From an optimization exercise on the open Yosys and OpenROAD flow, aimed at small area; shortcuts taken in it are not production practice.
The RTL was checked by simulation tests, not by an equivalence proof against the original design.

## display
module display(pclk, rst, head_A, body_A, head_B, body_B, game_board_data, snake_data, food_time, food_count, state, winner, len_a, len_b, raddr1, raddr2, rgb, hs, vs, an, c
);
  input pclk;
  wire pclk;
  input rst;
  wire rst;
  input [11:0] head_A;
  wire [11:0] head_A;
  input [11:0] body_A;
  wire [11:0] body_A;
  input [11:0] head_B;
  wire [11:0] head_B;
  input [11:0] body_B;
  wire [11:0] body_B;
  input game_board_data;
  wire game_board_data;
  input [15:0] snake_data;
  wire [15:0] snake_data;
  input [2:0] food_time;
  wire [2:0] food_time;
  input [5:0] food_count;
  wire [5:0] food_count;
  input [3:0] state;
  wire [3:0] state;
  input [1:0] winner;
  wire [1:0] winner;
  input [31:0] len_a;
  wire [31:0] len_a;
  input [31:0] len_b;
  wire [31:0] len_b;
  output [12:0] raddr1;
  wire [12:0] raddr1;
  output [12:0] raddr2;
  wire [12:0] raddr2;
  output [11:0] rgb;
  reg [11:0] rgb;
  output hs;
  reg hs;
  output vs;
  reg vs;
  output [7:0] an;
  wire [7:0] an;
  output [6:0] c;
  wire [6:0] c;
  wire _00000_;
  wire _00001_;
  wire _00002_;
  wire _00003_;
  wire _00004_;
  wire _00005_;
  wire _00006_;
  wire _00007_;
  wire _00008_;
  wire _00009_;
  wire _00010_;
  wire _00011_;
  wire _00012_;
  wire _00013_;
  wire _00014_;
  wire _00015_;
  wire _00016_;
  wire _00017_;
  wire _00018_;
  wire _00019_;
  wire _00020_;
  wire _00021_;
  wire _00022_;
  wire _00023_;
  wire _00024_;
  wire _00025_;
  wire _00026_;
  wire _00027_;
  wire _00028_;
  wire _00029_;
  wire _00030_;
  wire _00031_;
  wire _00032_;
  wire _00033_;
  wire _00034_;
  wire _00035_;
  wire _00036_;
  wire _00037_;
  wire _00038_;
  wire _00039_;
  wire _00040_;
  wire _00041_;
  wire _00042_;
  wire _00043_;
  wire _00044_;
  wire _00045_;
  wire _00046_;
  wire _00047_;
  wire _00048_;
  wire _00049_;
  wire _00050_;
  wire _00051_;
  wire _00052_;
  wire _00053_;
  wire _00054_;
  wire _00055_;
  wire _00056_;
  wire _00057_;
  wire _00058_;
  wire _00059_;
  wire _00060_;
  wire _00061_;
  wire _00062_;
  wire _00063_;
  wire _00064_;
  wire _00065_;
  wire _00066_;
  wire _00067_;
  wire _00068_;
  wire _00069_;
  wire _00070_;
  wire _00071_;
  wire _00072_;
  wire _00073_;
  wire _00074_;
  wire _00075_;
  wire _00076_;
  ...
For scale: about 0.0091 mm^2 of cells after synthesis.
Settings: LEC_CHECK=0, ABC_AREA=1, CAP_MARGIN=20, CORE_MARGIN=2, CORE_UTILIZATION=55, PLACE_DENSITY=0.75, SLEW_MARGIN=20; clock period 40.0 ns.
standard.sh (not shown) runs the stock make flow with config.mk's settings and CLKGATE_MAP_FILE= SYNTH_SCRIPT=/design/flow/synth_recipe.tcl, a recipe that flattens the netlist after the stock synthesis.
==> flow/flow/run.sh <==
#!/bin/bash
# Own layout flow: the standard synthesis, then the combinational logic
# between the (unchanged) registers is re-mapped for area with ABC (dch +
# amap), then the standard layout from floorplan on, with the port
# buffers made from the smallest buffer cell. Each tool's output goes to a
# log file of its own in this folder.
set -euo pipefail
RES=orfs/results/${FLOW_PLATFORM}/display/base
LOGS=orfs/logs/${FLOW_PLATFORM}/display/base
YOSYS=$(command -v yosys || echo "$FLOW_HOME/../tools/install/yosys/bin/yosys")

bash standard.sh synth > std_synth.log 2>&1

cp $RES/1_2_yosys.v std_1_2_yosys.v
grep -o -- "-dont_use [A-Za-z0-9_]*" $LOGS/1_2_yosys.log | sort -u | tr '\n' ' ' > dont_use.txt
LIB=$FLOW_HOME/platforms/${FLOW_PLATFORM}/lib/sky130_fd_sc_hd__tt_025C_1v80.lib \
IN=std_1_2_yosys.v OUT=resynth.v ABCS=flow/amap.abc \
  "$YOSYS" -c flow/resynth.tcl > resynth.log 2>&1
cp resynth.v $RES/1_2_yosys.v
rm -f $RES/1_synth.odb $RES/1_synth.sdc

bash standard.sh "BUFFER_PORTS_ARGS=-buffer_cell sky130_fd_sc_hd__buf_1" finish > std_finish.log 2>&1
test -f out/final.def
==> flow/flow/amap.abc <==
strash
dch -f
amap
topo
==> flow/flow/resynth.tcl <==
# Re-map the combinational logic of the standard synthesis's netlist. The
# registers (and tie cells) are kept as they are, with their names.
set lib $::env(LIB)
yosys read_liberty -ignore_miss_func $lib
yosys read_verilog $::env(IN)
yosys hierarchy -top $::env(FLOW_TOP)
yosys setattr -mod -set keep_hierarchy 1 sky130_fd_sc_hd__df* sky130_fd_sc_hd__sdf* sky130_fd_sc_hd__ed* sky130_fd_sc_hd__dl* sky130_fd_sc_hd__conb_1
yosys flatten
yosys opt_clean -purge
yosys tee -o resynth_before.txt stat
set du [string trim [read [open dont_use.txt]]]
yosys abc -script $::env(ABCS) -liberty $lib {*}$du
yosys opt_clean -purge
yosys hilomap -singleton -hicell sky130_fd_sc_hd__conb_1 HI -locell sky130_fd_sc_hd__conb_1 LO
yosys insbuf -buf sky130_fd_sc_hd__buf_4 A X
yosys blackbox sky130_fd_sc_hd__*
yosys read_liberty -lib $lib
yosys tee -o resynth_stat.txt stat -liberty $lib
yosys check -assert -mapped
yosys write_verilog -noattr -nohex -nodec $::env(OUT)
Next try:
==> flow/run.sh (new file) <==
#!/bin/bash
# synth_recipe.tcl (not shown) runs the flow's synth.tcl, then flattens the netlist and writes it again
# the make line also repeats each setting of config.mk as NAME=value (left out here)
make -C /OpenROAD-flow-scripts/flow DESIGN_CONFIG=/design/flow/config.mk WORK_HOME=/design/flow/orfs CLKGATE_MAP_FILE= SYNTH_SCRIPT=/design/flow/synth_recipe.tcl finish
removed: flow/flow/run.sh
removed: flow/flow/amap.abc
removed: flow/flow/resynth.tcl
removed: flow/standard.sh
Non-clock buffer count went down by 49.
Cell count went up by 13%.
Routed wire length went up by 8.0%.
Worst setup slack improves by 0.98 ns.
Global-route usage went down by 3.4 points.
Fmax went up by 2.7%.
Next try:
==> flow/flow/run.sh (new file) <==
#!/bin/bash
# Own layout flow: the standard synthesis, then the combinational logic
# between the (unchanged) registers is re-mapped for area with ABC (dch +
# amap), then the standard layout from floorplan on, with the port
# buffers made from the smallest buffer cell. Each tool's output goes to a
# log file of its own in this folder.
set -euo pipefail
RES=orfs/results/${FLOW_PLATFORM}/display/base
LOGS=orfs/logs/${FLOW_PLATFORM}/display/base
YOSYS=$(command -v yosys || echo "$FLOW_HOME/../tools/install/yosys/bin/yosys")

bash standard.sh synth > std_synth.log 2>&1

cp $RES/1_2_yosys.v std_1_2_yosys.v
grep -o -- "-dont_use [A-Za-z0-9_]*" $LOGS/1_2_yosys.log | sort -u | tr '\n' ' ' > dont_use.txt
LIB=$FLOW_HOME/platforms/${FLOW_PLATFORM}/lib/sky130_fd_sc_hd__tt_025C_1v80.lib \
IN=std_1_2_yosys.v OUT=resynth.v ABCS=flow/amap.abc \
  "$YOSYS" -c flow/resynth.tcl > resynth.log 2>&1
cp resynth.v $RES/1_2_yosys.v
rm -f $RES/1_synth.odb $RES/1_synth.sdc

bash standard.sh "BUFFER_PORTS_ARGS=-buffer_cell sky130_fd_sc_hd__buf_1" finish > std_finish.log 2>&1
test -f out/final.def
==> flow/flow/amap.abc (new file) <==
strash
dch -f
amap
topo
==> flow/flow/resynth.tcl (new file) <==
# Re-map the combinational logic of the standard synthesis's netlist. The
# registers (and tie cells) are kept as they are, with their names.
set lib $::env(LIB)
yosys read_liberty -ignore_miss_func $lib
yosys read_verilog $::env(IN)
yosys hierarchy -top $::env(FLOW_TOP)
yosys setattr -mod -set keep_hierarchy 1 sky130_fd_sc_hd__df* sky130_fd_sc_hd__sdf* sky130_fd_sc_hd__ed* sky130_fd_sc_hd__dl* sky130_fd_sc_hd__conb_1
yosys flatten
yosys opt_clean -purge
yosys tee -o resynth_before.txt stat
set du [string trim [read [open dont_use.txt]]]
yosys abc -script $::env(ABCS) -liberty $lib {*}$du
yosys opt_clean -purge
yosys hilomap -singleton -hicell sky130_fd_sc_hd__conb_1 HI -locell sky130_fd_sc_hd__conb_1 LO
yosys insbuf -buf sky130_fd_sc_hd__buf_4 A X
yosys blackbox sky130_fd_sc_hd__*
yosys read_liberty -lib $lib
yosys tee -o resynth_stat.txt stat -liberty $lib
yosys check -assert -mapped
yosys write_verilog -noattr -nohex -nodec $::env(OUT)
==> flow/standard.sh (new file) <==
#!/bin/bash
# synth_recipe.tcl (not shown) runs the flow's synth.tcl, then flattens the netlist and writes it again
# the make line also repeats each setting of config.mk as NAME=value (left out here)
make -C /OpenROAD-flow-scripts/flow DESIGN_CONFIG=/design/flow/config.mk WORK_HOME=/design/flow/orfs CLKGATE_MAP_FILE= SYNTH_SCRIPT=/design/flow/synth_recipe.tcl "${@:-finish}"
GPL_TIMING_DRIVEN = 0   (was unset)
removed: flow/run.sh
Outcome:
- wire length is lower by 7.7%
- flip-flop and latch count stays the same
- hold slack improves by 0.028 ns
- utilization is lower by 0.37 points
- register-to-register slack degrades by 0.91 ns
- die area is lower by about 23%

## port drivers added, routing unchanged
The results above use ideal ports. As a check the final layouts listed here were re-extracted and re-timed, cells and wires unchanged.
Step 1 assumes that a clkbuf_16 drives the clock port and a buf_2 every other input.
Step 2 adds t to the input delays and takes it off the output delays; t is the mean of the earliest and latest rising clock arrival at the registers after step 1. Input paths then give back, and output paths get back, about the clock's delay inside the block.
Three values: ideal ports, drivers, drivers and shift; two values: the first two.
run | t (ns) | slack for setup (ns) | hold WS [ns] | worst register clock-pin slew, ns | pins driven straight from the clock port
the first run | 0.318 | 2.630 / 2.604 / 2.604 | 0.446 / 0.446 / 0.446 | 0.07 / 0.07 | 1
the second run | 0.330 | 3.613 / 3.593 / 3.593 | 0.424 / 0.424 / 0.424 | 0.07 / 0.07 | 1
the third run | 0.330 | 2.456 / 2.436 / 2.436 | 0.451 / 0.451 / 0.451 | 0.07 / 0.07 | 1
After both steps setup and hold are still met in every run listed. The setup slack of the first run, which loses most, moves by -0.026 ns with the drivers and by -0.026 ns with both steps.
